Source: an optimization exercise on an open RTL-to-GDS flow (aim: small area). Production flows keep margins and buffers that such runs may drop.
In this exercise RTL edits were held to simulation tests only and were not proved equivalent to the original.
Power and IR drop assume default switching activity.

File: config.mk
export PLATFORM = sky130hd
export DESIGN_NAME = gcode_parser
export DESIGN_NICKNAME = gcode_parser
export VERILOG_FILES = /design/flow/design.v
export SDC_FILE = /design/flow/constraint.sdc
export NUM_CORES = 4
export LEC_CHECK = 0
export CAP_MARGIN = 20
export CORE_MARGIN = 2
export CORE_UTILIZATION = 55
export GPL_TIMING_DRIVEN = 0
export SLEW_MARGIN = 20
File: constraint.sdc
create_clock -name core_clock -period 10.0 [get_ports {i_Clock}]
set_input_delay 2.0000 -clock core_clock [delete_from_list [all_inputs] [get_ports {i_Clock}]]
set_output_delay 2.0000 -clock core_clock [all_outputs]
set_load 0.01 [all_outputs]
File: design.v
module gcode_parser (
	input         i_Clock,
	input         i_Reset,
	input         i_GValid,
	input  [7:0]  i_GData,
	input         i_TValid,
	input  [7:0]  i_TData,
	output [19:0] o_FBinary,
	output [19:0] o_XBinary,
	output [19:0] o_YBinary,
	output [19:0] o_ZBinary,
	output [19:0] o_EBinary,
	output [7:0]  o_S1Binary,
	output [7:0]  o_S2Binary,
	output [7:0]  o_S3Binary,
	output [7:0]  o_HBinary,
	output [7:0]  o_BBinary,
	output        o_XDirection,
	output        o_YDirection,
	output        o_ZDirection,
	output        o_EDirection,
	output        o_GLineComplete,
	output        o_TLineComplete
	);
	function [19:0] ripple20(input [19:0] a, input [19:0] b, input ci);
		integer i;
		reg c;
		begin
			c = ci;
			for (i = 0; i < 20; i = i + 1) begin
				ripple20[i] = a[i] ^ b[i] ^ c;
				c = a[i] & b[i] | a[i] & c | b[i] & c;
			end
		end
	endfunction
	function [7:0] ripple8(input [7:0] a, input [7:0] b, input ci);
		integer i;
		reg c;
		begin
			c = ci;
			for (i = 0; i < 8; i = i + 1) begin
				ripple8[i] = a[i] ^ b[i] ^ c;
				c = a[i] & b[i] | a[i] & c | b[i] & c;
			end
		end
	endfunction
	localparam G_IDLE = 4'b0000, G_CMD = 4'b0110,
	           G_X = 4'b0001, G_Y = 4'b0010, G_Z = 4'b0011, G_E = 4'b0100, G_F = 4'b0101,
	           G_S1 = 4'b1001, G_S2 = 4'b1101, G_S3 = 4'b1111;
	reg  [3:0]  g_state;
	reg  [6:0]  g_cnt;       
	reg         g_lc;
	reg  [23:0] w_f;                  
	reg  [23:0] w_x, w_y, w_z, w_e;   
	reg  [19:0] r_f, r_x, r_y, r_z, r_e;
	reg  [7:0]  r_s1, r_s2, r_s3;
	reg         r_dx, r_dy, r_dz, r_de;
	wire       g_take = i_GValid & (g_cnt == 7'd0);
	wire       g_cr   = i_GData == 8'd13;
	wire       g_sp   = i_GData == 8'd32;
	wire       g_mi   = i_GData == 8'd45;
	wire [3:0] g_dig  = i_GData[3:0];
	wire g_idle  = g_state == G_IDLE;
	wire g_sline = g_state[3];
	wire g_gline = ~g_idle & ~g_sline;
	wire g_start = g_take & g_idle & ((i_GData == 8'd72) | (i_GData == 8'd66) |
	                                  (i_GData == 8'd83) | (i_GData == 8'd71));
	wire g_chr   = g_take & ~g_cr & (g_sline | ~g_sp & ~g_mi);
	wire [2:0] g_fld = g_state[2:0];
	wire d_x = g_chr & (g_sline | (g_fld == 3'd1));
	wire d_y = g_chr & ~g_sline & (g_fld == 3'd2);
	wire d_z = g_chr & ~g_sline & (g_fld == 3'd3);
	wire d_e = g_chr & ~g_sline & (g_fld == 3'd4);
	wire d_f = g_chr & ~g_sline & (g_fld == 3'd5);
	wire [3:0] g_q    = g_cnt[6:3];
	wire [2:0] g_ph   = g_cnt[2:0];
	wire       g_step = g_ph[2] | g_ph[1];
	wire       g_first = g_ph == 3'd7;
	wire       g_rnd  = (g_q == 4'd11) | (g_q == 4'd10) | (g_q == 4'd9) |
	                    (g_q == 4'd8) | (g_q == 4'd7);
	wire       g_rot  = g_rnd & g_step;           
	wire       g_wide = g_rot & g_gline;
	wire [3:0] g_msd  = w_f[23:20];
	wire       s_cv   = g_sline & ((g_cnt == 7'd100) & ~t_cv | (g_cnt == 7'd99) & t_cv1);
	wire [2:0] g_da = g_msd[2:0] | {3{g_msd[3]}};
	wire       g_dc = g_msd[3] & g_msd[0];
	wire [19:0] e_acc = ripple20({r_e[16:0], g_da}, {r_e[18:0], g_msd[3]}, g_dc);
	always @(posedge i_Clock or posedge i_Reset) begin
		if (i_Reset) begin
			g_state <= G_IDLE;
			g_cnt   <= 7'd0;
			g_lc    <= 1'b0;
			w_f <= 24'd0;
			r_f <= 20'd0; r_x <= 20'd0; r_y <= 20'd0; r_z <= 20'd0; r_e <= 20'd0;
			r_s1 <= 8'd0; r_s2 <= 8'd0; r_s3 <= 8'd0;
			r_dx <= 1'b0; r_dy <= 1'b0; r_dz <= 1'b0; r_de <= 1'b0;
		end else begin
			g_lc <= g_cnt != 7'd0;
			if (g_cnt != 7'd0)
				g_cnt <= g_cnt - 7'd1;
			else if (g_take & g_cr & ~g_idle)
				g_cnt <= 7'd101;
			if (g_cnt != 7'd0) begin
				if (g_q == 4'd6) g_state <= G_IDLE;
			end else if (g_take) begin
				if (g_idle) begin
					if (i_GData == 8'd72) g_state <= G_S1;
					else if (i_GData == 8'd66) g_state <= G_S2;
					else if (i_GData == 8'd83) g_state <= G_S3;
					else if (i_GData == 8'd71) g_state <= G_CMD;
				end else if (g_state == G_CMD) begin
					if (i_GData == 8'd70) g_state <= G_F;
					else if (i_GData == 8'd88) g_state <= G_X;
					else if (i_GData == 8'd89) g_state <= G_Y;
					else if (i_GData == 8'd90) g_state <= G_Z;
					else if (i_GData == 8'd69) g_state <= G_E;
				end else if (~g_sline & g_sp)
					g_state <= G_CMD;
			end
			if (g_take & g_idle & (i_GData == 8'd71)) begin
				r_dx <= 1'b0; r_dy <= 1'b0; r_dz <= 1'b0; r_de <= 1'b0;
			end
			if (g_take & g_mi & (g_state == G_X)) r_dx <= 1'b1;
			if (g_take & g_mi & (g_state == G_Y)) r_dy <= 1'b1;
			if (g_take & g_mi & (g_state == G_Z)) r_dz <= 1'b1;
			if (g_take & g_mi & (g_state == G_E)) r_de <= 1'b1;
			if (d_f) w_f <= {w_f[19:0], g_dig};
			else if (g_rot) w_f <= {w_f[19:0], w_x[23:20]};
			if (g_wide) begin
				if (g_first) begin
					r_f <= r_x; r_x <= r_y; r_y <= r_z; r_z <= r_e;
					r_e <= {16'd0, g_msd};
				end else
					r_e <= e_acc;
			end
			if (s_cv & (g_state == G_S1)) r_s1 <= cv3;
			if (s_cv & (g_state == G_S2)) r_s2 <= cv3;
			if (s_cv & (g_state == G_S3)) r_s3 <= cv3;
		end
	end
	always @(posedge i_Clock) begin
		if (g_start) begin
			w_x <= 24'd0; w_y <= 24'd0; w_z <= 24'd0; w_e <= 24'd0;
		end else begin
			if (d_x) w_x <= {w_x[19:0], g_dig};
			else if (g_rot) w_x <= {w_x[19:0], w_y[23:20]};
			if (d_y) w_y <= {w_y[19:0], g_dig};
			else if (g_rot) w_y <= {w_y[19:0], w_z[23:20]};
			if (d_z) w_z <= {w_z[19:0], g_dig};
			else if (g_rot) w_z <= {w_z[19:0], w_e[23:20]};
			if (d_e) w_e <= {w_e[19:0], g_dig};
			else if (g_rot) w_e <= {w_e[19:0], w_f[23:20]};
		end
	end
	assign o_FBinary = r_f;
	assign o_XBinary = r_x;
	assign o_YBinary = r_y;
	assign o_ZBinary = r_z;
	assign o_EBinary = r_e;
	assign o_S1Binary = r_s1;
	assign o_S2Binary = r_s2;
	assign o_S3Binary = r_s3;
	assign o_XDirection = r_dx;
	assign o_YDirection = r_dy;
	assign o_ZDirection = r_dz;
	assign o_EDirection = r_de;
	assign o_GLineComplete = g_lc;
	localparam T_IDLE = 2'd0, T_H = 2'd1, T_B = 2'd2;
	reg  [1:0]  t_state;
	reg         t_win;
	reg         t_lc;
	reg  [11:0] w_t;         
	reg  [7:0]  r_h, r_b;
	wire       t_last = t_lc & (w_t[6:0] == 7'd100);
	wire       t_take = i_TValid & (~t_win | t_last);
	wire       t_cr   = i_TData == 8'd13;
	wire       t_idle = t_last | (t_state == T_IDLE);
	wire       t_h    = i_TData == 8'd72;
	wire       t_b    = i_TData == 8'd66;
	wire       t_start = t_take & t_idle & (t_h | t_b);
	wire       t_cv   = t_win & ~t_lc;
	wire       t_cv1  = t_lc & (w_t[6:0] == 7'd0);    
	wire [11:0] cv_in = s_cv ? w_x[11:0] : w_t;
	wire [3:0]  cv_a = cv_in[11:8], cv_b = cv_in[7:4], cv_c = cv_in[3:0];
	reg  [7:0]  cv_p;
	always @* begin
		if (cv_a[3])
			cv_p = cv_a[0] ? 8'd132 : 8'd32;
		else case (cv_a[2:0])
			3'd0: cv_p = 8'd0;   3'd1: cv_p = 8'd100; 3'd2: cv_p = 8'd200; 3'd3: cv_p = 8'd44;
			3'd4: cv_p = 8'd144; 3'd5: cv_p = 8'd244; 3'd6: cv_p = 8'd88;  default: cv_p = 8'd188;
		endcase
	end
	wire [7:0] cv_q = ripple8({1'b0, cv_b, cv_c[2:0] | {3{cv_c[3]}}}, {3'd0, cv_b, cv_c[3]},
	                          cv_c[3] & cv_c[0]);
	wire [7:0] cv3  = ripple8(cv_p, cv_q, 1'b0);
	always @(posedge i_Clock or posedge i_Reset) begin
		if (i_Reset) begin
			t_state <= T_IDLE;
			t_win   <= 1'b0;
			t_lc    <= 1'b0;
			r_h     <= 8'd0;
			r_b     <= 8'd0;
		end else begin
			if (t_last) begin
				t_win <= 1'b0;
				t_lc  <= 1'b0;
			end else if (t_win)
				t_lc <= 1'b1;
			else if (t_take & t_cr & ~t_idle)
				t_win <= 1'b1;
			if (t_last | t_take & t_idle)
				t_state <= t_start & t_h ? T_H : t_start ? T_B : T_IDLE;
			if (t_cv & (t_state == T_H)) r_h <= cv3;
			if (t_cv & (t_state == T_B)) r_b <= cv3;
		end
	end
	always @(posedge i_Clock) begin
		if (t_start) w_t <= 12'd0;
		else if (t_take & ~t_idle & ~t_cr) w_t <= {w_t[7:0], i_TData[3:0]};
		else if (t_cv) w_t[6:0] <= 7'd0;
		else if (t_win) w_t[6:0] <= w_t[6:0] + 7'd1;
	end
	assign o_HBinary = r_h;
	assign o_BBinary = r_b;
	assign o_TLineComplete = t_lc;
endmodule
File: flow/run.sh
#!/bin/bash
# The standard layout (standard.sh: the ORFS flow and synthesis script),
# with three options changed:
#  - ABC maps the logic for area (strash; dch -f; amap) instead of ORFS's
#    delay-oriented script; flip-flops are mapped before ABC, as before;
#  - port buffers are sky130_fd_sc_hd__buf_1 instead of the buffer_ports
#    default (a clkdlybuf4s50_1 delay cell);
#  - clock tree: clkbuf_8 cluster buffers and no dummy loads.
# make's full output goes to flow.log here; ORFS keeps each step's log under
# orfs/logs/.
set -euo pipefail
rm -rf scripts_area
cp -r "$FLOW_HOME/scripts" scripts_area
printf 'strash\ndch -f\namap\ntopo\n' > scripts_area/abc_speed.script
bash standard.sh \
  "SCRIPTS_DIR=$PWD/scripts_area" \
  "BUFFER_PORTS_ARGS=-buffer_cell sky130_fd_sc_hd__buf_1" \
  "CTS_ARGS=-sink_clustering_enable -repair_clock_nets -buf_list sky130_fd_sc_hd__clkbuf_16 -sink_clustering_size 30 -sink_clustering_max_diameter 100 -dont_use_dummy_load" \
  finish > flow.log 2>&1
File: standard.sh
#!/bin/bash
# synth_recipe.tcl (not shown) runs the flow's synth.tcl, then flattens the netlist and writes it again
# the make line also repeats each setting of config.mk as NAME=value (left out here)
make -C /OpenROAD-flow-scripts/flow DESIGN_CONFIG=/design/flow/config.mk WORK_HOME=/design/flow/orfs CLKGATE_MAP_FILE= SYNTH_SCRIPT=/design/flow/synth_recipe.tcl "${@:-finish}"
==> results of run 1 <==
## area by class of cell
class / instances / share of cell area (%)
Tap cell: 270 / 2.57
Multi-Input combinational cell: 653 / 33.7
Sequential cell: 292 / 51.4
Inverter: 105 / 3.04
Clock buffer: 13 / 2.47
Antenna cell: 1 / 0.0190
Timing Repair Buffer: 181 / 6.81
## registers in the layout (all words and copies together) (netlist names), 24 cells and up
name	cells
w_e	24
w_f	24
w_y	24
w_z	24
w_x	24
## logic make-up after synthesis
logic type	after synthesis
AO/OA/AOI/OAI	334
adder cells (fa/ha/maj)	37
buffers and inverters	105
flip-flops	292
AND/OR/NAND/NOR	282
## power breakdown
group          internal, mW  leakage, nW  switching, mW
Combinational         0.466         1.94          0.620
Clock                 0.236        0.160          0.341
Sequential             1.55         3.27          0.252
Total                  2.25         5.37           1.21
## layer usage
layer	vias up	share of wire, %
li1	4270	-
met3	17	4.9
met1	4253	47
met4	0	1.1
met5	-	0
met2	190	46
## worst min path at each step
| stage | from | endpoint | slack [ps] | cells after the start |
|---|---|---|---|---|
| 6_report | w_z[19] | w_z[23] | 490 | 2 |
| 5_1_grt | w_x[6] | w_x[6] | 520 | 2 |
| 4_1_cts | w_z[19] | w_z[23] | 500 | 2 |
| 3_5_place_dp | w_f[0] | w_f[0] | 470 | 2 |
| 3_3_place_gp | w_y[18] | w_y[22] | 470 | 2 |
| 2_1_floorplan | w_x[2] | w_x[6] | 450 | 2 |
## placed cells by master (no fill, tap or decap), types with 3 or more instances in the layout
master / n
sky130_fd_sc_hd__dfrtp_1: 184
sky130_fd_sc_hd__buf_1: 165
sky130_fd_sc_hd__nand2_1: 26
sky130_fd_sc_hd__nor3_2: 4
sky130_fd_sc_hd__a22oi_1: 82
sky130_fd_sc_hd__clkinv_1: 103
sky130_fd_sc_hd__nor4_1: 8
sky130_fd_sc_hd__or2_0: 3
sky130_fd_sc_hd__o22a_1: 99
sky130_fd_sc_hd__a211oi_1: 6
sky130_fd_sc_hd__buf_16: 4
sky130_fd_sc_hd__a21oi_1: 54
sky130_fd_sc_hd__nand3_1: 6
sky130_fd_sc_hd__nand4_1: 6
sky130_fd_sc_hd__nor2_2: 5
sky130_fd_sc_hd__clkbuf_16: 13
sky130_fd_sc_hd__nor2_1: 189
sky130_fd_sc_hd__buf_4: 3
sky130_fd_sc_hd__o32ai_1: 18
sky130_fd_sc_hd__o21ai_0: 14
sky130_fd_sc_hd__fa_1: 26
sky130_fd_sc_hd__buf_6: 3
sky130_fd_sc_hd__o221ai_1: 4
sky130_fd_sc_hd__o22ai_1: 19
sky130_fd_sc_hd__nor3_1: 16
sky130_fd_sc_hd__a222oi_1: 24
sky130_fd_sc_hd__dfxtp_1: 108
sky130_fd_sc_hd__buf_12: 4
sky130_fd_sc_hd__ha_1: 11
sky130_fd_sc_hd__or3_1: 6
## metrics by stage
stage | utilization, % | setup WS (ps) | instance area (µm²)
floorplan | - | 880 | 11500
global placement | 61.1 | -3390 | 12500
detailed placement | 62.7 | 1950 | 12800
CTS | 64.3 | 1900 | 13100
global route | 64.4 | 1520 | 13200
finish | 64.4 | 1930 | 13200
## worst max-delay path: stages, from the launching register on
cell                       delay [ps]
sky130_fd_sc_hd__dfrtp_1          430
sky130_fd_sc_hd__clkinv_1         160
sky130_fd_sc_hd__fa_1             470
sky130_fd_sc_hd__fa_1             410
sky130_fd_sc_hd__clkinv_1          70
sky130_fd_sc_hd__fa_1             160
sky130_fd_sc_hd__clkinv_1          70
sky130_fd_sc_hd__fa_1             380
sky130_fd_sc_hd__fa_1             390
sky130_fd_sc_hd__fa_1             400
sky130_fd_sc_hd__fa_1             390
sky130_fd_sc_hd__fa_1             390
sky130_fd_sc_hd__fa_1             400
sky130_fd_sc_hd__fa_1             380
sky130_fd_sc_hd__clkinv_1          70
sky130_fd_sc_hd__fa_1             160
sky130_fd_sc_hd__clkinv_1          80
sky130_fd_sc_hd__fa_1             390
sky130_fd_sc_hd__fa_1             400
sky130_fd_sc_hd__fa_1             390
sky130_fd_sc_hd__fa_1             390
sky130_fd_sc_hd__fa_1             410
sky130_fd_sc_hd__fa_1             400
sky130_fd_sc_hd__fa_1             390
sky130_fd_sc_hd__nand2_1           60
sky130_fd_sc_hd__o21ai_0           70
sky130_fd_sc_hd__o32ai_1          260
==> results.py, run 1 <==
metrics = {
    "worst_setup_path": {
        "timing.rr.end": "r_e[19]",
        "r2r-start": "r_e[0]",
        "regToRegSetupSlack_ps": 1930,
        "timing.critical_path.to_type": "flip-flop",
        "path_class": "reg -> reg",
        "worst-endpoint-arrival_ps": 8450,
        "depth_of_the_worst_register_to_register_path": 26,
        "start_kind": "flip-flop",
        "worst_setup_path_endpoint": "r_e[19]",
        "worst-path-max-fanout": 3,
        "cp_data_required_time_ps": 10380,
        "crit_path_start": "r_e[0]",
    },
    "global_routing": {
        "global_route.usage.met2_pct": 35.1,
        "grt_most_used_layer": "met2",
        "grt_first_pass_wirelength_um": 40200,
        "track_usage_pct": 22.0,
        "grt_use_met3_pct": 2.91,
        "grt_pass1_vias": 7920,
        "grt_max_degree": 84,
        "globalRoute.totalOverflow": 0,
        "initial_antenna_violation_count": 0,
        "grt.met1_usage_pct": 33.0,
    },
    "synth": {
        "synthDominantCellAreaShare_pct": 39.9,
        "synthesis.area_per_instance_um2": 11.0,
        "synth_mux_area_share_pct": 0,
        "synth_warnings": 1,
        "synth_top_area_cell": "sky130_fd_sc_hd__dfrtp_1",
        "syn_inst": 1050,
        "synth_seq_area_share_pct": 58.7,
        "post_synth_fa_ha_maj_area_fraction_pct": 5.71,
        "synth_ff_type": "sky130_fd_sc_hd__dfrtp_1",
        "synth-compound-area-share_pct": 21.9,
        "dominant_combinational_cell_family_by_area_after_synthesis": "compound AO/OA/AOI/OAI gates",
        "yosysUniqueCellTypes": 38,
        "synthArstFlopShare_pct": 63.0,
        "synth.cell_area_mm2": 0.0115,
        "synth_xor_area_share_pct": 0,
        "yosys.area_share.simple_pct": 10.3,
        "synth_fp_nets": 1107,
        "synth_commonest_cells": "196 x sky130_fd_sc_hd__nor2_1, 184 x sky130_fd_sc_hd__dfrtp_1, 108 x sky130_fd_sc_hd__dfxtp_1",
        "synth.ff_latch_count": 292,
        "synthMostInstantiatedCell": "sky130_fd_sc_hd__nor2_1",
        "synthTopCellsByArea": "sky130_fd_sc_hd__dfrtp_1 40%, sky130_fd_sc_hd__dfxtp_1 19%, sky130_fd_sc_hd__o22a_1 7.5%, sky130_fd_sc_hd__nor2_1 6.4%, sky130_fd_sc_hd__a22oi_1 5.3%",
        "post_synth_edffs": 0,
    },
    "clocking": {
        "cts.hold.buffers_added": 0,
        "post_cts_buffers": 0,
        "cts_tree": "built",
        "insertion_delay_ps": 490,
        "clkTransAtPathRegs_ps": 110,
        "cts.path.max_buffers": 3,
        "cts_resized": 0,
        "cts_max_level": 1,
        "clkSinkCount": 292,
        "clock-root-buffer": "sky130_fd_sc_hd__clkbuf_16",
        "cts_inserted_buffers": 13,
    },
    "finish": {
        "multi_input_area_mm2": 0.00443,
        "num-nets-final": 1303,
        "final_layout_size_suffix_gt1_share_pct": 3.54,
        "area.sequential_mm2": 0.00677,
        "synthToLayoutAreaGrowth_pct": 14.1,
        "fill_cells": 1719,
        "final_cell_count_no_fill": 1515,
    },
    "routing": {
        "postRouteWirelength_um": 24600,
        "vias_per_cell": 5.76,
        "drt_iter0_drc": 559,
        "wire_per_inst_um": 16.3,
        "post-route-drc-count": 0,
        "drt-pass1-iter-count": 5,
        "route.vias.total": 8730,
        "drtAntennaViolNets": 0,
    },
    "timing": {
        "finalSetupViolCount": 0,
        "final.min_clock_period_ps": 8070,
        "clock_skew_ps": 22.1,
        "period_share_pct": 80.7,
        "whs_ps": 488,
        "slew_violations": 0,
        "worst-slew-pin-transition_ps": 899,
        "max_freq_mhz": 124,
        "rsz0062_at_grt": "false",
        "setup_total_negative_slack_ps": 0,
        "max-slew-margin-rel_pct": 39.5,
        "finalHoldViolations": 0,
    },
    "placement": {
        "hpwl_um": 17300,
        "gp_congestion": 0.862,
        "placement.io_buffers": 165,
        "post-place-cells": 1501,
    },
    "power_and_ir_drop": {
        "total_power_mw": 3.47,
        "peakVddDrop_mv": 0.175,
        "power_leakage_nw": 5.37,
        "power_density_mw_per_mm2": 263,
    },
    "run": {
        "cap_viol_max_count": 0,
    },
    "floorplanning": {
        "die_width_um": 149,
        "num_rows": 52,
        "design.die.area_mm2": 0.0221,
        "die_y_um": 149,
        "initial_core_util_pct": 56.4,
        "design.portCount": 166,
        "design.core.area_mm2": 0.0204,
    },
    "hold_path": {
        "worstHoldPathType": "reg -> reg",
    },
    "run_status": {
        "outcome": "timing/DRC/antenna clean",
    },
}
==> inputs of run 2 (changes only) <==
--- a/config.mk
+++ b/config.mk
@@ -8,5 +8,4 @@
 export CAP_MARGIN = 20
 export CORE_MARGIN = 2
 export CORE_UTILIZATION = 55
-export GPL_TIMING_DRIVEN = 0
 export SLEW_MARGIN = 20
==> results.py, run 2 <==
metrics = {
    "synth": {
        "synth.ff_latch_count": 292,
        "synthTopCellsByArea": "sky130_fd_sc_hd__dfrtp_1 40%, sky130_fd_sc_hd__dfxtp_1 19%, sky130_fd_sc_hd__o22a_1 7.5%, sky130_fd_sc_hd__nor2_1 6.4%, sky130_fd_sc_hd__a22oi_1 5.3%",
        "synth_seq_area_share_pct": 58.7,
        "syn_inst": 1050,
        "yosysUniqueCellTypes": 38,
        "synth_commonest_cells": "196 x sky130_fd_sc_hd__nor2_1, 184 x sky130_fd_sc_hd__dfrtp_1, 108 x sky130_fd_sc_hd__dfxtp_1",
        "post_synth_edffs": 0,
        "synth_ff_type": "sky130_fd_sc_hd__dfrtp_1",
        "synth_fp_nets": 1107,
        "synth.cell_area_mm2": 0.0115,
        "synthesis.area_per_instance_um2": 11.0,
        "synthDominantCellAreaShare_pct": 39.9,
        "synthMostInstantiatedCell": "sky130_fd_sc_hd__nor2_1",
        "synth_top_area_cell": "sky130_fd_sc_hd__dfrtp_1",
        "synthArstFlopShare_pct": 63.0,
        "synth_warnings": 1,
    },
    "global_routing": {
        "track_usage_pct": 22.1,
        "grt_max_degree": 112,
        "grt_pass1_vias": 7999,
        "grt_first_pass_wirelength_um": 40500,
        "globalRoute.totalOverflow": 0,
        "initial_antenna_violation_count": 0,
    },
    "placement": {
        "placement.io_buffers": 165,
        "hpwl_um": 16800,
        "gp_congestion": 0.854,
        "post-place-cells": 1498,
        "dpl_cell_area_mm2": 0.0126,
    },
    "timing": {
        "worst-slew-pin-transition_ps": 974,
        "setup_total_negative_slack_ps": 0,
        "slew_violations": 0,
        "final.min_clock_period_ps": 8040,
        "finalHoldViolations": 0,
        "clock_skew_ps": 23.2,
        "period_share_pct": 80.4,
        "rsz0062_at_grt": "false",
        "finalSetupViolCount": 0,
        "max_freq_mhz": 124,
        "max-slew-margin-rel_pct": 35.1,
    },
    "clocking": {
        "cts.path.max_buffers": 3,
        "clkSinkCount": 292,
        "cts_inserted_buffers": 13,
        "cts_max_level": 1,
        "cts_resized": 0,
        "insertion_delay_ps": 480,
        "clkTransAtPathRegs_ps": 110,
        "clock-root-buffer": "sky130_fd_sc_hd__clkbuf_16",
        "post_cts_buffers": 0,
        "cts.hold.buffers_added": 0,
        "cts_tree": "built",
    },
    "hold_path": {
        "timing.hold.worst.start": "w_x[6]",
        "worstHoldPathType": "reg -> reg",
        "whs_path_depth": 2,
    },
    "routing": {
        "wire_per_inst_um": 16.3,
        "postRouteWirelength_um": 24600,
        "drtAntennaViolNets": 0,
        "drt_iter0_drc": 513,
        "route.vias.total": 8662,
        "post-route-drc-count": 0,
        "vias_per_cell": 5.73,
        "drt-pass1-iter-count": 7,
    },
    "finish": {
        "final_cell_mix": "194 x sky130_fd_sc_hd__nor2_1, 184 x sky130_fd_sc_hd__dfrtp_1, 165 x sky130_fd_sc_hd__buf_1, 108 x sky130_fd_sc_hd__dfxtp_1, 104 x sky130_fd_sc_hd__clkinv_1",
        "post-route-cell-area_mm2": 0.0130,
        "antennaDiodeCount": 0,
        "synthToLayoutAreaGrowth_pct": 12.4,
        "final_layout_size_suffix_gt1_share_pct": 2.58,
        "num-nets-final": 1300,
        "final_cell_count_no_fill": 1511,
        "mostFrequentLayoutCell": "sky130_fd_sc_hd__nor2_1",
    },
    "floorplanning": {
        "design.portCount": 166,
        "num_rows": 52,
        "design.die.area_mm2": 0.0221,
        "die_width_um": 149,
        "design.core.area_mm2": 0.0204,
        "die_y_um": 149,
        "initial_core_util_pct": 56.4,
    },
    "run": {
        "cap_viol_max_count": 0,
    },
    "power_and_ir_drop": {
        "combPwrFrac_pct": 31.3,
        "power_leakage_nw": 5.30,
        "netSwitchingPower_mw": 1.21,
        "power_report.internal_total_mw": 2.24,
        "power_density_mw_per_mm2": 267,
        "peakVddDrop_mv": 0.150,
        "switching_share_pct": 35.0,
        "share_of_total_power_in_sequential_cells_pct": 52.1,
        "pwr-share-clk_pct": 16.6,
    },
    "worst_setup_path": {
        "start_kind": "flip-flop",
        "crit_path_start": "r_e[0]",
        "path_class": "reg -> reg",
        "depth_of_the_worst_register_to_register_path": 26,
        "cp_data_required_time_ps": 10370,
        "timing.critical_path.to_type": "flip-flop",
        "r2r-start": "r_e[0]",
        "worst-endpoint-arrival_ps": 8410,
        "worst-path-max-fanout": 3,
    },
    "run_status": {
        "outcome": "timing/DRC/antenna clean",
    },
}
[run 2: cell types whose count changed in the layout (fill, tap and decap cells not counted), sizes merged]
cell    change
inv         +1
buf         -3
clkinv      -1
diode       -1
[run 2: kinds of logic (layout without fill, tap and decap cells)]
logic type                 Yosys count  count (layout)  synth area share (%)
AOI/OAI and AO/OA                  334             334                  21.9
adders and majority gates           37              37                  5.71
buffers and inverters              105             296                  3.42
DFF                                292             292                  58.7
and+or+nand+nor                    282             282                  10.3
[run 2: through the flow]
stage / utilization (%) / hold slack [ps] / total power, mW / worst slack (ps)
6_report: 63.4 / 491 / 3.45 / 1960
5_1_grt: 63.4 / 518 / 3.72 / 1580
4_1_cts: 63.4 / 494 / 3.49 / 1980
3_5_place_dp: 61.8 / 478 / 2.91 / 1990
3_3_place_gp: 61.8 / 472 / 2.88 / 2070
2_1_floorplan: - / 451 / 2.54 / 880
[run 2: power groups by stage]
stage | registers (mW) | logic (mW) | clock network, mW
CTS | 1.80 | 1.09 | 0.598
detailed placement | 1.83 | 1.09 | 0
global placement | 1.82 | 1.06 | 0
global route | 1.85 | 1.23 | 0.635
finish | 1.80 | 1.08 | 0.575
floorplan | 1.88 | 0.665 | 0
[run 2: critical path, stage by stage (launching register included)]
cell,delay [ps]
sky130_fd_sc_hd__dfrtp_1,410
sky130_fd_sc_hd__clkinv_1,140
sky130_fd_sc_hd__fa_1,460
sky130_fd_sc_hd__fa_1,400
sky130_fd_sc_hd__clkinv_1,70
sky130_fd_sc_hd__fa_1,160
sky130_fd_sc_hd__clkinv_1,70
sky130_fd_sc_hd__fa_1,400
sky130_fd_sc_hd__fa_1,400
sky130_fd_sc_hd__fa_1,390
sky130_fd_sc_hd__fa_1,390
sky130_fd_sc_hd__fa_1,390
sky130_fd_sc_hd__fa_1,410
sky130_fd_sc_hd__fa_1,380
sky130_fd_sc_hd__clkinv_1,70
sky130_fd_sc_hd__fa_1,160
sky130_fd_sc_hd__clkinv_1,80
sky130_fd_sc_hd__fa_1,380
sky130_fd_sc_hd__fa_1,390
sky130_fd_sc_hd__fa_1,390
sky130_fd_sc_hd__fa_1,400
sky130_fd_sc_hd__fa_1,400
sky130_fd_sc_hd__fa_1,390
sky130_fd_sc_hd__fa_1,390
sky130_fd_sc_hd__nand2_1,60
sky130_fd_sc_hd__o21ai_0,70
sky130_fd_sc_hd__o32ai_1,270
[run 2: final timing paths]
path / end / slack, ps
setup reg to reg: r_e[19] / 1960
setup / recovery: r_e[19] / 1960
hold / removal: w_x[6] / 490
max in group asynchronous: t_lc / 6930
min in group asynchronous: r_f[18] / 1650
hold reg to reg: w_x[6] / 490
[run 2: metal layers]
| layer | global-route usage, % | part of all wire [%] | vias to the layer above |
|---|---|---|---|
| li1 | - | - | 4259 |
| met4 | 4.29 | 1.5 | 0 |
| met3 | 2.60 | 5.1 | 28 |
| met5 | 0 | 0 | - |
| met2 | 35.1 | 47 | 207 |
| met1 | 33.4 | 46 | 4168 |
[run 2: cell type report]
class	instances	area, µm²
Inverter	105	402
Tap cell	270	338
Multi-Input combinational cell	653	4410
Fill cell	1786	7470
Timing Repair Buffer	178	717
Clock buffer	13	325
Sequential cell	292	6770
==> inputs of run 3 (changes only) <==
--- a/config.mk
+++ b/config.mk
@@ -5,7 +5,7 @@
 export SDC_FILE = /design/flow/constraint.sdc
 export NUM_CORES = 4
 export LEC_CHECK = 0
-export CAP_MARGIN = 20
+export CAP_MARGIN = 0
 export CORE_MARGIN = 2
 export CORE_UTILIZATION = 55
-export SLEW_MARGIN = 20
+export SLEW_MARGIN = 0
==> results.py, run 3 <==
metrics = {
    "clocking": {
        "cts_inserted_buffers": 13,
        "post_cts_buffers": 0,
        "cts.hold.buffers_added": 0,
        "clkTransAtPathRegs_ps": 110,
        "cts_resized": 0,
        "cts_tree": "built",
        "cts_max_level": 1,
        "clkSinkCount": 292,
        "clock-root-buffer": "sky130_fd_sc_hd__clkbuf_16",
        "insertion_delay_ps": 480,
        "cts.path.max_buffers": 3,
    },
    "timing": {
        "period_share_pct": 80.4,
        "finalHoldViolations": 0,
        "max-slew-margin-rel_pct": 21.7,
        "clock_skew_ps": 23.5,
        "final.min_clock_period_ps": 8040,
        "whs_ps": 491,
        "slew_violations": 0,
        "setup_total_negative_slack_ps": 0,
        "finalSetupViolCount": 0,
        "rsz0062_at_grt": "false",
        "worst-slew-pin-transition_ps": 1170,
        "max_freq_mhz": 124,
    },
    "routing": {
        "post-route-drc-count": 0,
        "wire_per_inst_um": 16.2,
        "postRouteWirelength_um": 24500,
        "drt-pass1-iter-count": 7,
        "route.vias.total": 8621,
        "drt_iter0_drc": 558,
        "drtAntennaViolNets": 0,
        "vias_per_cell": 5.71,
    },
    "synth": {
        "synthDominantCellAreaShare_pct": 39.9,
        "syn_inst": 1050,
        "synth_ff_type": "sky130_fd_sc_hd__dfrtp_1",
        "synth_fp_nets": 1107,
        "synthMostInstantiatedCell": "sky130_fd_sc_hd__nor2_1",
        "synth.ff_latch_count": 292,
        "yosysUniqueCellTypes": 38,
        "post_synth_edffs": 0,
        "synth_commonest_cells": "196 x sky130_fd_sc_hd__nor2_1, 184 x sky130_fd_sc_hd__dfrtp_1, 108 x sky130_fd_sc_hd__dfxtp_1",
        "synthArstFlopShare_pct": 63.0,
        "synth.cell_area_mm2": 0.0115,
        "synth_top_area_cell": "sky130_fd_sc_hd__dfrtp_1",
        "synthesis.area_per_instance_um2": 11.0,
        "synth_seq_area_share_pct": 58.7,
        "synth_warnings": 1,
        "synthTopCellsByArea": "sky130_fd_sc_hd__dfrtp_1 40%, sky130_fd_sc_hd__dfxtp_1 19%, sky130_fd_sc_hd__o22a_1 7.5%, sky130_fd_sc_hd__nor2_1 6.4%, sky130_fd_sc_hd__a22oi_1 5.3%",
    },
    "power_and_ir_drop": {
        "power_leakage_nw": 5.29,
        "peakVddDrop_mv": 0.150,
        "total_power_mw": 3.45,
        "power_density_mw_per_mm2": 267,
    },
    "global_routing": {
        "track_usage_pct": 22.1,
        "grt_max_degree": 112,
        "globalRoute.totalOverflow": 0,
        "initial_antenna_violation_count": 0,
        "grt_first_pass_wirelength_um": 40500,
        "grt_pass1_vias": 7999,
    },
    "placement": {
        "placement.io_buffers": 165,
        "hpwl_um": 16800,
        "gp_congestion": 0.854,
    },
    "hold_path": {
        "whs_endpoint": "w_x[6]",
        "worstHoldPathType": "reg -> reg",
        "timing.hold.worst.start": "w_x[6]",
        "whs_path_depth": 2,
    },
    "worst_setup_path": {
        "path_class": "reg -> reg",
        "regToRegSetupSlack_ps": 1960,
        "r2r-start": "r_e[0]",
        "crit_path_frequent_cell": "sky130_fd_sc_hd__fa_1",
        "start_kind": "flip-flop",
        "worst-path-max-fanout": 3,
        "cp_data_required_time_ps": 10370,
        "crit_slowest_cell": "sky130_fd_sc_hd__fa_1",
        "timing.critical_path.to_type": "flip-flop",
        "cp_slowest_stage_delay_ps": 460,
        "critPathTopFamily": "adder cells",
        "worst-endpoint-arrival_ps": 8410,
        "depth_of_the_worst_register_to_register_path": 26,
        "timing.rr.end": "r_e[19]",
        "critical_path.n_buffers_inverters": 5,
    },
    "finish": {
        "num-nets-final": 1300,
        "fill_cells": 1789,
        "mostFrequentLayoutCell": "sky130_fd_sc_hd__nor2_1",
        "final_layout_size_suffix_gt1_share_pct": 2.50,
        "antennaDiodeCount": 0,
        "synthToLayoutAreaGrowth_pct": 12.3,
        "final_cell_mix": "194 x sky130_fd_sc_hd__nor2_1, 184 x sky130_fd_sc_hd__dfrtp_1, 165 x sky130_fd_sc_hd__buf_1, 108 x sky130_fd_sc_hd__dfxtp_1, 104 x sky130_fd_sc_hd__clkinv_1",
    },
    "run": {
        "cap_viol_max_count": 0,
    },
    "floorplanning": {
        "num_rows": 52,
        "design.die.area_mm2": 0.0221,
        "design.core.area_mm2": 0.0204,
        "die_width_um": 149,
        "design.portCount": 166,
        "initial_core_util_pct": 56.4,
        "die_y_um": 149,
    },
    "run_status": {
        "outcome": "timing/DRC/antenna clean",
    },
}
-- run 3: power breakdown --
part | switching [mW] | leakage, nW | internal, mW | total (mW)
clock | 0.339 | 0.160 | 0.236 | 0.576
combinational | 0.621 | 1.87 | 0.458 | 1.08
sequential | 0.250 | 3.27 | 1.55 | 1.80
total | 1.21 | 5.29 | 2.24 | 3.45
-- run 3: per-layer routing --
metal	global-route usage [%]	vias up	wire length [µm]
li1	-	4258	-
met5	0	-	0
met2	35.1	195	11400
met3	2.60	28	1270
met4	4.29	0	357
met1	33.4	4140	11400
-- run 3: how the worst max path moves through the flow --
stage | slack, ps | cells past startpoint | end | start
global placement | 2070 | 26 | r_e[19] | r_e[0]
floorplan | 880 | 8 | r_f[0] | g_cnt[3]
finish | 1960 | 26 | r_e[19] | r_e[0]
CTS | 1980 | 26 | r_e[19] | r_e[0]
global route | 1580 | 26 | r_e[19] | r_e[0]
detailed placement | 1990 | 26 | r_e[19] | r_e[0]
-- run 3: final cells by class --
class	count	area (µm²)	share of cell area (%)
multi-input cells	653	4400	34.0
flip-flops and latches	292	6770	52.3
inverters	105	402	3.10
repair buffers	178	717	5.54
well taps	270	338	2.61
clock buffers	13	325	2.51
-- run 3: worst reg2reg max path: stages (launching register included) --
cell                       delay, ps
sky130_fd_sc_hd__dfrtp_1         410
sky130_fd_sc_hd__clkinv_1        140
sky130_fd_sc_hd__fa_1            460
sky130_fd_sc_hd__fa_1            400
sky130_fd_sc_hd__clkinv_1         70
sky130_fd_sc_hd__fa_1            160
sky130_fd_sc_hd__clkinv_1         70
sky130_fd_sc_hd__fa_1            400
sky130_fd_sc_hd__fa_1            400
sky130_fd_sc_hd__fa_1            390
sky130_fd_sc_hd__fa_1            390
sky130_fd_sc_hd__fa_1            390
sky130_fd_sc_hd__fa_1            410
sky130_fd_sc_hd__fa_1            380
sky130_fd_sc_hd__clkinv_1         70
sky130_fd_sc_hd__fa_1            170
sky130_fd_sc_hd__clkinv_1         80
sky130_fd_sc_hd__fa_1            390
sky130_fd_sc_hd__fa_1            400
sky130_fd_sc_hd__fa_1            390
sky130_fd_sc_hd__fa_1            400
sky130_fd_sc_hd__fa_1            400
sky130_fd_sc_hd__fa_1            390
sky130_fd_sc_hd__fa_1            390
sky130_fd_sc_hd__nand2_1          60
sky130_fd_sc_hd__o21ai_0          70
sky130_fd_sc_hd__o32ai_1         270
-- run 3: metrics by stage --
stage	util (%)	instances	cell area, µm²	setup slack, ps
finish	63.4	1511	12900	1960
detailed placement	61.8	1498	12600	1990
CTS	63.4	1511	12900	1980
global route	63.4	1511	12900	1580
floorplan	-	1050	11500	880
global placement	61.8	1498	12600	2070
-- run 3: cells by family (layout without fill, tap and decap cells) --
group,count (synthesis),count (layout),share of synthesized area [%]
AO/OA/AOI/OAI,334,334,21.9
buffers and inverters,105,296,3.42
AND/OR/NAND/NOR,282,282,10.3
flip-flops,292,292,58.7
adder cells (fa/ha/maj),37,37,5.71
==> inputs of run 4 (changes only) <==
--- a/flow/run.sh
+++ b/flow/run.sh
@@ -11,7 +11,7 @@
 set -euo pipefail
 rm -rf scripts_area
 cp -r "$FLOW_HOME/scripts" scripts_area
-printf 'strash\ndch -f\namap\ntopo\n' > scripts_area/abc_speed.script
+printf 'strash\ndch -f\namap -F 50 -A 50\ntopo\n' > scripts_area/abc_speed.script
 bash standard.sh \
   "SCRIPTS_DIR=$PWD/scripts_area" \
   "BUFFER_PORTS_ARGS=-buffer_cell sky130_fd_sc_hd__buf_1" \
--- a/config.mk
+++ b/config.mk
@@ -5,7 +5,7 @@
 export SDC_FILE = /design/flow/constraint.sdc
 export NUM_CORES = 4
 export LEC_CHECK = 0
-export CAP_MARGIN = 0
+export CAP_MARGIN = 20
 export CORE_MARGIN = 2
 export CORE_UTILIZATION = 55
-export SLEW_MARGIN = 0
+export SLEW_MARGIN = 20
==> results.py, run 4 <==
metrics = {
    "synth": {
        "syn_inst": 1031,
        "yosysUniqueCellTypes": 38,
        "post_synth_edffs": 0,
        "synth.cell_area_mm2": 0.0115,
        "synth.ff_latch_count": 292,
        "synthDominantCellAreaShare_pct": 40.1,
        "synth_seq_area_share_pct": 59.0,
        "synthArstFlopShare_pct": 63.0,
        "synth_warnings": 1,
        "synthTopCellsByArea": "sky130_fd_sc_hd__dfrtp_1 40%, sky130_fd_sc_hd__dfxtp_1 19%, sky130_fd_sc_hd__o22a_1 7.6%, sky130_fd_sc_hd__nor2_1 6.2%, sky130_fd_sc_hd__a22oi_1 5.8%",
        "synth_commonest_cells": "189 x sky130_fd_sc_hd__nor2_1, 184 x sky130_fd_sc_hd__dfrtp_1, 108 x sky130_fd_sc_hd__dfxtp_1",
        "synthMostInstantiatedCell": "sky130_fd_sc_hd__nor2_1",
        "synthesis.area_per_instance_um2": 11.1,
        "synth_ff_type": "sky130_fd_sc_hd__dfrtp_1",
        "synth_fp_nets": 1088,
        "synth_top_area_cell": "sky130_fd_sc_hd__dfrtp_1",
    },
    "floorplanning": {
        "die_y_um": 148,
        "design.die.area_mm2": 0.0220,
        "die_width_um": 148,
        "design.core.area_mm2": 0.0204,
        "initial_core_util_pct": 56.3,
        "design.portCount": 166,
        "num_rows": 52,
    },
    "clocking": {
        "clkSinkCount": 292,
        "cts.hold.buffers_added": 0,
        "clock-root-buffer": "sky130_fd_sc_hd__clkbuf_16",
        "cts_max_level": 1,
        "insertion_delay_ps": 480,
        "clkTransAtPathRegs_ps": 110,
        "post_cts_buffers": 0,
        "cts.path.max_buffers": 3,
        "cts_tree": "built",
        "cts_resized": 0,
        "cts_inserted_buffers": 13,
    },
    "run_status": {
        "outcome": "timing/DRC/antenna clean",
    },
    "worst_setup_path": {
        "critPathTopFamily": "adder cells",
        "crit_slowest_cell": "sky130_fd_sc_hd__fa_1",
        "worst-endpoint-arrival_ps": 8480,
        "crit_path_frequent_cell": "sky130_fd_sc_hd__fa_1",
        "cp_data_required_time_ps": 10380,
        "cp_slowest_stage_delay_ps": 490,
        "worst-path-max-fanout": 3,
        "start_kind": "flip-flop",
        "path_class": "reg -> reg",
        "critical_path.n_buffers_inverters": 5,
        "timing.critical_path.to_type": "flip-flop",
    },
    "timing": {
        "finalSetupViolCount": 0,
        "max_freq_mhz": 123,
        "finalHoldViolations": 0,
        "final.min_clock_period_ps": 8100,
        "worst-slew-pin-transition_ps": 1040,
        "slew_violations": 0,
        "max-slew-margin-rel_pct": 30.5,
        "period_share_pct": 81.0,
        "setup_total_negative_slack_ps": 0,
        "rsz0062_at_grt": "false",
        "clock_skew_ps": 18.5,
    },
    "finish": {
        "synthToLayoutAreaGrowth_pct": 12.5,
        "num-nets-final": 1284,
        "antennaDiodeCount": 0,
        "area.sequential_mm2": 0.00677,
        "final_layout_size_suffix_gt1_share_pct": 2.78,
        "multi_input_area_mm2": 0.00438,
        "final_cell_count_no_fill": 1495,
        "mostFrequentLayoutCell": "sky130_fd_sc_hd__nor2_1",
        "final_cell_mix": "188 x sky130_fd_sc_hd__nor2_1, 184 x sky130_fd_sc_hd__dfrtp_1, 165 x sky130_fd_sc_hd__buf_1, 108 x sky130_fd_sc_hd__dfxtp_1, 100 x sky130_fd_sc_hd__o22a_1",
        "fill_cells": 1770,
    },
    "placement": {
        "placement.io_buffers": 165,
        "gp_congestion": 0.841,
        "post-place-cells": 1482,
        "hpwl_um": 17100,
    },
    "power_and_ir_drop": {
        "power_leakage_nw": 5.29,
        "netSwitchingPower_mw": 1.31,
        "pwr-share-clk_pct": 16.1,
        "peakVddDrop_mv": 0.184,
        "power_density_mw_per_mm2": 277,
        "power_report.internal_total_mw": 2.27,
        "combPwrFrac_pct": 33.6,
        "switching_share_pct": 36.6,
        "share_of_total_power_in_sequential_cells_pct": 50.3,
    },
    "run": {
        "cap_viol_max_count": 0,
    },
    "routing": {
        "postRouteWirelength_um": 25100,
        "drt_iter0_drc": 678,
        "vias_per_cell": 5.87,
        "drt-pass1-iter-count": 6,
        "dr.max_layer_used": "met4",
        "route.vias.total": 8774,
        "post-route-drc-count": 0,
        "drtAntennaViolNets": 0,
        "met3_length_um": 1410,
        "m1WireLength_um": 12000,
        "wire_per_inst_um": 16.8,
        "detailroute.wirelength.met2_um": 11400,
    },
    "global_routing": {
        "track_usage_pct": 22.6,
        "globalRoute.totalOverflow": 0,
        "grt_first_pass_wirelength_um": 41200,
        "grt_pass1_vias": 8013,
        "grt_max_degree": 108,
        "initial_antenna_violation_count": 0,
    },
    "hold_path": {
        "worstHoldPathType": "reg -> reg",
    },
}
## run 4: cell types whose count changed after synthesis, sizes merged, moves of 4 or more
cell / before / now
a211oi: 6 / 0
a22oi: 82 / 89
o21ai: 15 / 20
clkinv: 105 / 92
nor2: 196 / 189
nor3: 20 / 13
o221ai: 4 / 0
o22ai: 19 / 14
## run 4: power groups by stage
stage | Clock, mW | Combinational (mW) | Sequential, mW
3_5_place_dp | 0 | 1.21 | 1.82
4_1_cts | 0.596 | 1.21 | 1.80
3_3_place_gp | 0 | 1.18 | 1.81
6_report | 0.575 | 1.20 | 1.80
2_1_floorplan | 0 | 0.765 | 1.85
5_1_grt | 0.638 | 1.36 | 1.84
## run 4: final cells by class
| class | instances | area share, % |
|---|---|---|
| inverter | 92 | 2.73 |
| sequential | 292 | 52.4 |
| clock buffer | 13 | 2.52 |
| multi-input combinational | 647 | 34.0 |
| tap | 270 | 2.62 |
| timing repair buffer | 181 | 5.73 |
## run 4: kinds of logic (layout without fill, tap and decap cells)
group	count (synthesis)	after routing	synth area share (%)
adder cells (fa/ha/maj)	37	37	5.74
AND/OR/NAND/NOR	270	270	9.87
AO/OA/AOI/OAI	339	339	22.3
flip-flops	292	292	59.0
XOR/XNOR	1	1	0.0763
buffers and inverters	92	286	3.01
## run 4: worst reg2reg max path: stages, from the launching register on
cell and delay, ps:
sky130_fd_sc_hd__dfrtp_1 420, sky130_fd_sc_hd__clkinv_1 160, sky130_fd_sc_hd__fa_1 490, sky130_fd_sc_hd__fa_1 410, sky130_fd_sc_hd__clkinv_1 70, sky130_fd_sc_hd__fa_1 160, sky130_fd_sc_hd__clkinv_1 80, sky130_fd_sc_hd__fa_1 400
sky130_fd_sc_hd__fa_1 400, sky130_fd_sc_hd__fa_1 390, sky130_fd_sc_hd__fa_1 400, sky130_fd_sc_hd__fa_1 400, sky130_fd_sc_hd__fa_1 390, sky130_fd_sc_hd__fa_1 370, sky130_fd_sc_hd__clkinv_1 70, sky130_fd_sc_hd__fa_1 160
sky130_fd_sc_hd__clkinv_1 70, sky130_fd_sc_hd__fa_1 380, sky130_fd_sc_hd__fa_1 390, sky130_fd_sc_hd__fa_1 390, sky130_fd_sc_hd__fa_1 390, sky130_fd_sc_hd__fa_1 400, sky130_fd_sc_hd__fa_1 390, sky130_fd_sc_hd__fa_1 380
sky130_fd_sc_hd__xor2_1 170, sky130_fd_sc_hd__o32ai_1 250
## run 4: final timing paths
| check | startpoint | end | slack, ps | cells after the start |
|---|---|---|---|---|
| setup / recovery | r_e[0] | r_e[19] | 1900 | 25 |
| hold / removal | r_dz | r_dz | 490 | 2 |
| setup reg to reg | r_e[0] | r_e[19] | 1900 | 25 |
| hold reg to reg | r_dz | r_dz | 490 | 2 |
| max in group asynchronous | i_Reset | w_f[0] | 6910 | 3 |
| min in group asynchronous | i_Reset | r_s1[7] | 1670 | 2 |
## run 4: through the flow
step	setup slack (ps)	power (mW)	hold WS (ps)	util [%]	area, µm²
CTS	1900	3.61	493	63.4	12900
floorplan	256	2.62	455	-	11500
global route	1540	3.84	526	63.4	12900
detailed placement	1990	3.03	469	61.8	12600
finish	1900	3.57	489	63.4	12900
global placement	2060	2.99	464	61.8	12600
## run 4: metal layers
layer / vias up / global-route usage (%)
met5: - / 0
met3: 28 / 2.91
met1: 4287 / 35.1
li1: 4222 / -
met4: 0 / 4.38
met2: 237 / 34.7
==> inputs of run 5 (changes only) <==
--- a/flow/run.sh
+++ b/flow/run.sh
@@ -15,5 +15,5 @@
 bash standard.sh \
   "SCRIPTS_DIR=$PWD/scripts_area" \
   "BUFFER_PORTS_ARGS=-buffer_cell sky130_fd_sc_hd__buf_1" \
-  "CTS_ARGS=-sink_clustering_enable -repair_clock_nets -buf_list sky130_fd_sc_hd__clkbuf_16 -sink_clustering_size 30 -sink_clustering_max_diameter 100 -dont_use_dummy_load" \
+  "CTS_ARGS=-sink_clustering_enable -repair_clock_nets -buf_list sky130_fd_sc_hd__clkbuf_8 -sink_clustering_size 20 -sink_clustering_max_diameter 80 -dont_use_dummy_load" \
   finish > flow.log 2>&1
==> results.py, run 5 <==
metrics = {
    "timing": {
        "finalHoldViolations": 0,
        "final.min_clock_period_ps": 8120,
        "clock_skew_ps": 49.2,
        "max_freq_mhz": 123,
        "setup_total_negative_slack_ps": 0,
        "slew_violations": 0,
        "whs_ps": 485,
        "max-slew-margin-rel_pct": 31.5,
        "finalSetupViolCount": 0,
        "period_share_pct": 81.2,
        "rsz0062_at_grt": "false",
        "worst-slew-pin-transition_ps": 1020,
    },
    "worst_setup_path": {
        "crit_path_frequent_cell": "sky130_fd_sc_hd__fa_1",
        "timing.critical_path.to_type": "flip-flop",
        "crit_path_start": "r_e[0]",
        "worst-endpoint-arrival_ps": 8530,
        "path_class": "reg -> reg",
        "r2r-start": "r_e[0]",
        "start_kind": "flip-flop",
        "cp_slowest_stage_delay_ps": 490,
        "worst-path-max-fanout": 3,
        "crit_slowest_cell": "sky130_fd_sc_hd__fa_1",
        "cp_data_required_time_ps": 10420,
    },
    "placement": {
        "post-place-cells": 1482,
        "gp_congestion": 0.841,
        "placement.io_buffers": 165,
        "hpwl_um": 17100,
    },
    "global_routing": {
        "track_usage_pct": 22.6,
        "initial_antenna_violation_count": 0,
        "global_route.usage.met2_pct": 34.9,
        "grt_first_pass_wirelength_um": 41200,
        "grt_use_met3_pct": 3.01,
        "grt.met1_usage_pct": 34.9,
        "globalRoute.totalOverflow": 0,
        "grt_max_degree": 108,
        "grt_pass1_vias": 8013,
        "grt_most_used_layer": "met1",
    },
    "floorplanning": {
        "design.portCount": 166,
        "die_width_um": 148,
        "design.die.area_mm2": 0.0220,
        "design.core.area_mm2": 0.0204,
        "num_rows": 52,
        "initial_core_util_pct": 56.3,
        "die_y_um": 148,
    },
    "clocking": {
        "cts_max_level": 1,
        "clkTransAtPathRegs_ps": 120,
        "clkSinkCount": 292,
        "cts_inserted_buffers": 18,
        "clock-root-buffer": "sky130_fd_sc_hd__clkbuf_8",
        "cts.path.max_buffers": 3,
        "cts_resized": 0,
        "insertion_delay_ps": 550,
        "cts.hold.buffers_added": 0,
        "post_cts_buffers": 0,
        "cts_tree": "built",
    },
    "finish": {
        "postLayoutCoreUtil_pct": 63.0,
        "final_layout_size_suffix_gt1_share_pct": 3.17,
        "num-nets-final": 1289,
        "mostFrequentLayoutCell": "sky130_fd_sc_hd__nor2_1",
        "synthToLayoutAreaGrowth_pct": 11.8,
        "final_cell_count_no_fill": 1500,
        "final_cell_mix": "188 x sky130_fd_sc_hd__nor2_1, 184 x sky130_fd_sc_hd__dfrtp_1, 165 x sky130_fd_sc_hd__buf_1, 108 x sky130_fd_sc_hd__dfxtp_1, 100 x sky130_fd_sc_hd__o22a_1",
        "antennaDiodeCount": 0,
        "fill_cells": 1794,
    },
    "hold_path": {
        "timing.hold.worst.start": "w_x[13]",
        "worstHoldPathType": "reg -> reg",
    },
    "routing": {
        "drtAntennaViolNets": 0,
        "post-route-drc-count": 0,
        "wire_per_inst_um": 16.8,
        "vias_per_cell": 5.87,
        "drt-pass1-iter-count": 8,
        "route.vias.total": 8799,
        "postRouteWirelength_um": 25200,
        "drt_iter0_drc": 597,
    },
    "synth": {
        "synthMostInstantiatedCell": "sky130_fd_sc_hd__nor2_1",
        "synth.ff_latch_count": 292,
        "synth_seq_area_share_pct": 59.0,
        "synth.cell_area_mm2": 0.0115,
        "yosysUniqueCellTypes": 38,
        "synth_warnings": 1,
        "synth_commonest_cells": "189 x sky130_fd_sc_hd__nor2_1, 184 x sky130_fd_sc_hd__dfrtp_1, 108 x sky130_fd_sc_hd__dfxtp_1",
        "synthDominantCellAreaShare_pct": 40.1,
        "post_synth_edffs": 0,
        "syn_inst": 1031,
        "synthTopCellsByArea": "sky130_fd_sc_hd__dfrtp_1 40%, sky130_fd_sc_hd__dfxtp_1 19%, sky130_fd_sc_hd__o22a_1 7.6%, sky130_fd_sc_hd__nor2_1 6.2%, sky130_fd_sc_hd__a22oi_1 5.8%",
        "synth_top_area_cell": "sky130_fd_sc_hd__dfrtp_1",
        "synth_fp_nets": 1088,
        "synthesis.area_per_instance_um2": 11.1,
        "synth_ff_type": "sky130_fd_sc_hd__dfrtp_1",
        "synthArstFlopShare_pct": 63.0,
    },
    "run": {
        "cap_viol_max_count": 0,
    },
    "run_status": {
        "outcome": "timing/DRC/antenna clean",
    },
    "power_and_ir_drop": {
        "power_leakage_nw": 5.26,
        "power_density_mw_per_mm2": 273,
        "peakVddDrop_mv": 0.184,
    },
}
## run 5: critical path: cells and delay by family (launching register included)
kind                       cells  cell delay [ps]
AOI/OAI and AO/OA              1              250
buffers and inverters          5              440
adders and majority gates     18             6680
xor gates and xnor gates       1              170
DFF                            1              420
## run 5: path summary, 6_finish.rpt
| check | end | slack, ps | depth (start not counted) |
|---|---|---|---|
| max in group asynchronous | r_e[13] | 6950 | 3 |
| min | w_x[17] | 480 | 2 |
| min reg2reg | w_x[17] | 480 | 2 |
| max | r_e[19] | 1880 | 25 |
| max reg2reg | r_e[19] | 1880 | 25 |
| min in group asynchronous | r_y[11] | 1620 | 2 |
## run 5: kinds of logic (layout without fill, tap and decap cells)
kind of cell	count (synthesis)	in the layout	synth area share, %
AOI/OAI and AO/OA	339	339	22.3
and+or+nand+nor	270	270	9.87
DFF	292	292	59.0
xor gates and xnor gates	1	1	0.0763
buffers and inverters	92	291	3.01
adders and majority gates	37	37	5.74
## run 5: report_power, final
group          switching [mW]  internal [mW]  total, mW
sequential              0.249           1.54       1.79
clock                   0.342          0.164      0.506
combinational           0.717          0.483       1.20
## run 5: layout make-up
cell class	instances	area, µm²	share of cell area [%]
Sequential cell	292	6770	52.8
Multi-Input combinational cell	647	4380	34.2
Tap cell	270	338	2.63
Clock buffer	18	248	1.93
Inverter	92	353	2.75
Timing Repair Buffer	181	739	5.76
## run 5: per-stage QoR
| step | worst slack, ps | area (µm²) | total power, mW |
|---|---|---|---|
| global route | 1530 | 12800 | 3.77 |
| finish | 1880 | 12800 | 3.50 |
| detailed placement | 1990 | 12600 | 3.03 |
| floorplan | 256 | 11500 | 2.62 |
| CTS | 1910 | 12800 | 3.53 |
| global placement | 2060 | 12600 | 2.99 |
## run 5: layer usage
layer	part of all wire [%]	routed length (µm)	up-vias
li1	-	-	4223
met1	48	12100	4333
met2	45	11400	216
met3	5.1	1270	27
met4	1.5	378	0
met5	0	0	-
==> inputs of run 6 (changes only) <==
--- a/flow/run.sh
+++ b/flow/run.sh
@@ -15,5 +15,5 @@
 bash standard.sh \
   "SCRIPTS_DIR=$PWD/scripts_area" \
   "BUFFER_PORTS_ARGS=-buffer_cell sky130_fd_sc_hd__buf_1" \
-  "CTS_ARGS=-sink_clustering_enable -repair_clock_nets -buf_list sky130_fd_sc_hd__clkbuf_8 -sink_clustering_size 20 -sink_clustering_max_diameter 80 -dont_use_dummy_load" \
+  "CTS_ARGS=-sink_clustering_enable -repair_clock_nets -buf_list sky130_fd_sc_hd__clkbuf_8 -sink_clustering_size 16 -sink_clustering_max_diameter 80 -dont_use_dummy_load" \
   finish > flow.log 2>&1
==> results.py, run 6 <==
metrics = {
    "floorplanning": {
        "num_rows": 52,
        "die_width_um": 148,
        "design.die.area_mm2": 0.0220,
        "design.portCount": 166,
        "die_y_um": 148,
        "design.core.area_mm2": 0.0204,
        "initial_core_util_pct": 56.3,
    },
    "timing": {
        "finalHoldViolations": 0,
        "setup_total_negative_slack_ps": 0,
        "whs_ps": 446,
        "max_freq_mhz": 123,
        "final.min_clock_period_ps": 8130,
        "finalSetupViolCount": 0,
        "max-slew-margin-rel_pct": 29.2,
        "worst-slew-pin-transition_ps": 1060,
        "rsz0062_at_grt": "false",
        "slew_violations": 0,
        "clock_skew_ps": 43.8,
        "period_share_pct": 81.3,
    },
    "routing": {
        "route.vias.total": 8788,
        "vias_per_cell": 5.84,
        "drt-pass1-iter-count": 8,
        "postRouteWirelength_um": 25200,
        "post-route-drc-count": 0,
        "wire_per_inst_um": 16.8,
        "drtAntennaViolNets": 0,
        "drt_iter0_drc": 553,
    },
    "run_status": {
        "outcome": "timing/DRC/antenna clean",
    },
    "synth": {
        "synth_seq_area_share_pct": 59.0,
        "synthMostInstantiatedCell": "sky130_fd_sc_hd__nor2_1",
        "synthDominantCellAreaShare_pct": 40.1,
        "synth_top_area_cell": "sky130_fd_sc_hd__dfrtp_1",
        "post_synth_edffs": 0,
        "yosysUniqueCellTypes": 38,
        "synth_ff_type": "sky130_fd_sc_hd__dfrtp_1",
        "synth_commonest_cells": "189 x sky130_fd_sc_hd__nor2_1, 184 x sky130_fd_sc_hd__dfrtp_1, 108 x sky130_fd_sc_hd__dfxtp_1",
        "syn_inst": 1031,
        "synthArstFlopShare_pct": 63.0,
        "synth.ff_latch_count": 292,
        "synth_warnings": 1,
        "synthesis.area_per_instance_um2": 11.1,
        "synth_fp_nets": 1088,
        "synthTopCellsByArea": "sky130_fd_sc_hd__dfrtp_1 40%, sky130_fd_sc_hd__dfxtp_1 19%, sky130_fd_sc_hd__o22a_1 7.6%, sky130_fd_sc_hd__nor2_1 6.2%, sky130_fd_sc_hd__a22oi_1 5.8%",
        "synth.cell_area_mm2": 0.0115,
    },
    "placement": {
        "hpwl_um": 17100,
        "dpl_cell_area_mm2": 0.0126,
        "gp_congestion": 0.841,
        "placement.io_buffers": 165,
    },
    "worst_setup_path": {
        "worst-path-max-fanout": 3,
        "r2r-start": "r_e[0]",
        "regToRegSetupSlack_ps": 1870,
        "cp_data_required_time_ps": 10410,
        "start_kind": "flip-flop",
        "worst-endpoint-arrival_ps": 8540,
        "worst_setup_path_endpoint": "r_e[19]",
        "crit_path_start": "r_e[0]",
        "timing.rr.end": "r_e[19]",
        "timing.critical_path.to_type": "flip-flop",
        "path_class": "reg -> reg",
        "depth_of_the_worst_register_to_register_path": 25,
    },
    "finish": {
        "mostFrequentLayoutCell": "sky130_fd_sc_hd__nor2_1",
        "final_layout_size_suffix_gt1_share_pct": 3.48,
        "postLayoutCoreUtil_pct": 63.3,
        "num-nets-final": 1293,
        "fill_cells": 1769,
        "final_cell_mix": "188 x sky130_fd_sc_hd__nor2_1, 184 x sky130_fd_sc_hd__dfrtp_1, 165 x sky130_fd_sc_hd__buf_1, 108 x sky130_fd_sc_hd__dfxtp_1, 100 x sky130_fd_sc_hd__o22a_1",
        "synthToLayoutAreaGrowth_pct": 12.3,
        "post-route-cell-area_mm2": 0.0129,
    },
    "global_routing": {
        "globalRoute.totalOverflow": 0,
        "grt_first_pass_wirelength_um": 41300,
        "grt_pass1_vias": 8064,
        "initial_antenna_violation_count": 0,
        "grt_max_degree": 108,
        "track_usage_pct": 22.7,
    },
    "clocking": {
        "clkTransAtPathRegs_ps": 100,
        "clkSinkCount": 292,
        "cts.path.max_buffers": 3,
        "post_cts_buffers": 0,
        "cts.hold.buffers_added": 0,
        "cts_resized": 0,
        "cts_max_level": 1,
        "clock-root-buffer": "sky130_fd_sc_hd__clkbuf_8",
        "cts_inserted_buffers": 22,
        "insertion_delay_ps": 550,
        "cts_tree": "built",
    },
    "power_and_ir_drop": {
        "power_density_mw_per_mm2": 275,
        "peakVddDrop_mv": 0.192,
        "power_leakage_nw": 5.29,
        "total_power_mw": 3.54,
    },
    "hold_path": {
        "worstHoldPathType": "reg -> reg",
    },
    "run": {
        "cap_viol_max_count": 0,
    },
}
==> run 6: cell counts after synthesis <==
Identical to the previous run, type by type.
==> run 6: worst min path at each step <==
stage | start | endpoint | slack [ps] | cells after the start
floorplan | w_f[0] | w_f[0] | 450 | 2
global placement | r_dx | r_dx | 460 | 2
detailed placement | r_dz | r_dz | 470 | 2
CTS | w_z[12] | w_z[16] | 450 | 2
global route | w_z[11] | w_z[15] | 460 | 2
finish | w_z[11] | w_z[15] | 450 | 2
==> run 6: layout make-up <==
| cell class | count | area [µm²] | share of cell area, % |
|---|---|---|---|
| Inverter | 92 | 353 | 2.74 |
| Antenna cell | 1 | 2.50 | 0.0194 |
| Sequential cell | 292 | 6770 | 52.5 |
| Multi-Input combinational cell | 647 | 4380 | 34.0 |
| Clock buffer | 22 | 303 | 2.35 |
| Timing Repair Buffer | 181 | 739 | 5.74 |
| Tap cell | 270 | 338 | 2.62 |
==> run 6: cell families (layout without fill, tap and decap cells) <==
| group | after synthesis | count (layout) | synth area share [%] |
|---|---|---|---|
| buf+inv | 92 | 295 | 3.01 |
| other cells | 0 | 1 | 0 |
| compound gates | 339 | 339 | 22.3 |
| xor+xnor | 1 | 1 | 0.0763 |
| flops | 292 | 292 | 59.0 |
| simple gates | 270 | 270 | 9.87 |
| fa+ha+maj | 37 | 37 | 5.74 |
==> run 6: metal layers <==
layer	part of all wire, %	wire length (µm)	track usage, %	vias up
met2	45	11400	34.7	215
met4	1.5	381	4.76	0
li1	-	-	-	4240
met1	48	12200	34.9	4299
met5	0	0	0	-
met3	5.1	1300	3.19	34
==> run 6: metrics by stage <==
stage          instances  worst slack, ps
6_report            1505             1870
5_1_grt             1504             1540
4_1_cts             1504             1910
3_5_place_dp        1482             1990
3_3_place_gp        1482             2060
2_1_floorplan       1031              256
==> run 6: power breakdown <==
group          internal, mW  leakage [nW]  total (mW)  switching [mW]
combinational         0.483          1.90        1.20           0.716
sequential             1.55          3.23        1.80           0.249
clock                 0.198         0.158       0.547           0.349
total                  2.23          5.29        3.54            1.31
==> run 6: critical path: stages (launching register included) <==
cell and delay, ps:
sky130_fd_sc_hd__dfrtp_1 410, sky130_fd_sc_hd__clkinv_1 160, sky130_fd_sc_hd__fa_1 490, sky130_fd_sc_hd__fa_1 410, sky130_fd_sc_hd__clkinv_1 60, sky130_fd_sc_hd__fa_1 150
sky130_fd_sc_hd__clkinv_1 80, sky130_fd_sc_hd__fa_1 400, sky130_fd_sc_hd__fa_1 400, sky130_fd_sc_hd__fa_1 390, sky130_fd_sc_hd__fa_1 390, sky130_fd_sc_hd__fa_1 410
sky130_fd_sc_hd__fa_1 390, sky130_fd_sc_hd__fa_1 370, sky130_fd_sc_hd__clkinv_1 70, sky130_fd_sc_hd__fa_1 170, sky130_fd_sc_hd__clkinv_1 70, sky130_fd_sc_hd__fa_1 380
sky130_fd_sc_hd__fa_1 390, sky130_fd_sc_hd__fa_1 400, sky130_fd_sc_hd__fa_1 390, sky130_fd_sc_hd__fa_1 400, sky130_fd_sc_hd__fa_1 390, sky130_fd_sc_hd__fa_1 380
sky130_fd_sc_hd__xor2_1 170, sky130_fd_sc_hd__o32ai_1 250

## re-timing with driven ports
Ports are ideal in the flow. The routed layouts listed here were re-timed in OpenROAD.
Step 1 (the two cells are an assumption about what drives the block):
set clk [get_ports {i_Clock}]
set_driving_cell -lib_cell sky130_fd_sc_hd__clkbuf_16 $clk
set_driving_cell -lib_cell sky130_fd_sc_hd__buf_2 [delete_from_list [all_inputs] $clk]
Step 2 also shifts input and output timing later by t, the mid clock arrival at the registers, as if the neighbouring blocks saw the same clock.
a / b / c = ideal / step 1 / step 2; a / b = the first two.
run	t, ns	setup slack, ns	worst hold slack (ns)	worst setup path after step 2
run 1	0.524	1.926 / 1.926 / 1.926	0.488 / 0.488 / 0.488	register to register
run 2	0.518	1.961 / 1.961 / 1.961	0.491 / 0.491 / 0.491	register to register
run 3	0.518	1.961 / 1.961 / 1.961	0.491 / 0.491 / 0.491	register to register
run 4	0.527	1.898 / 1.898 / 1.898	0.489 / 0.489 / 0.489	register to register
run 5	0.564	1.884 / 1.884 / 1.884	0.485 / 0.485 / 0.485	register to register
run 6	0.578	1.872 / 1.872 / 1.872	0.446 / 0.446 / 0.446	register to register
After both steps every run listed still meets setup and hold.
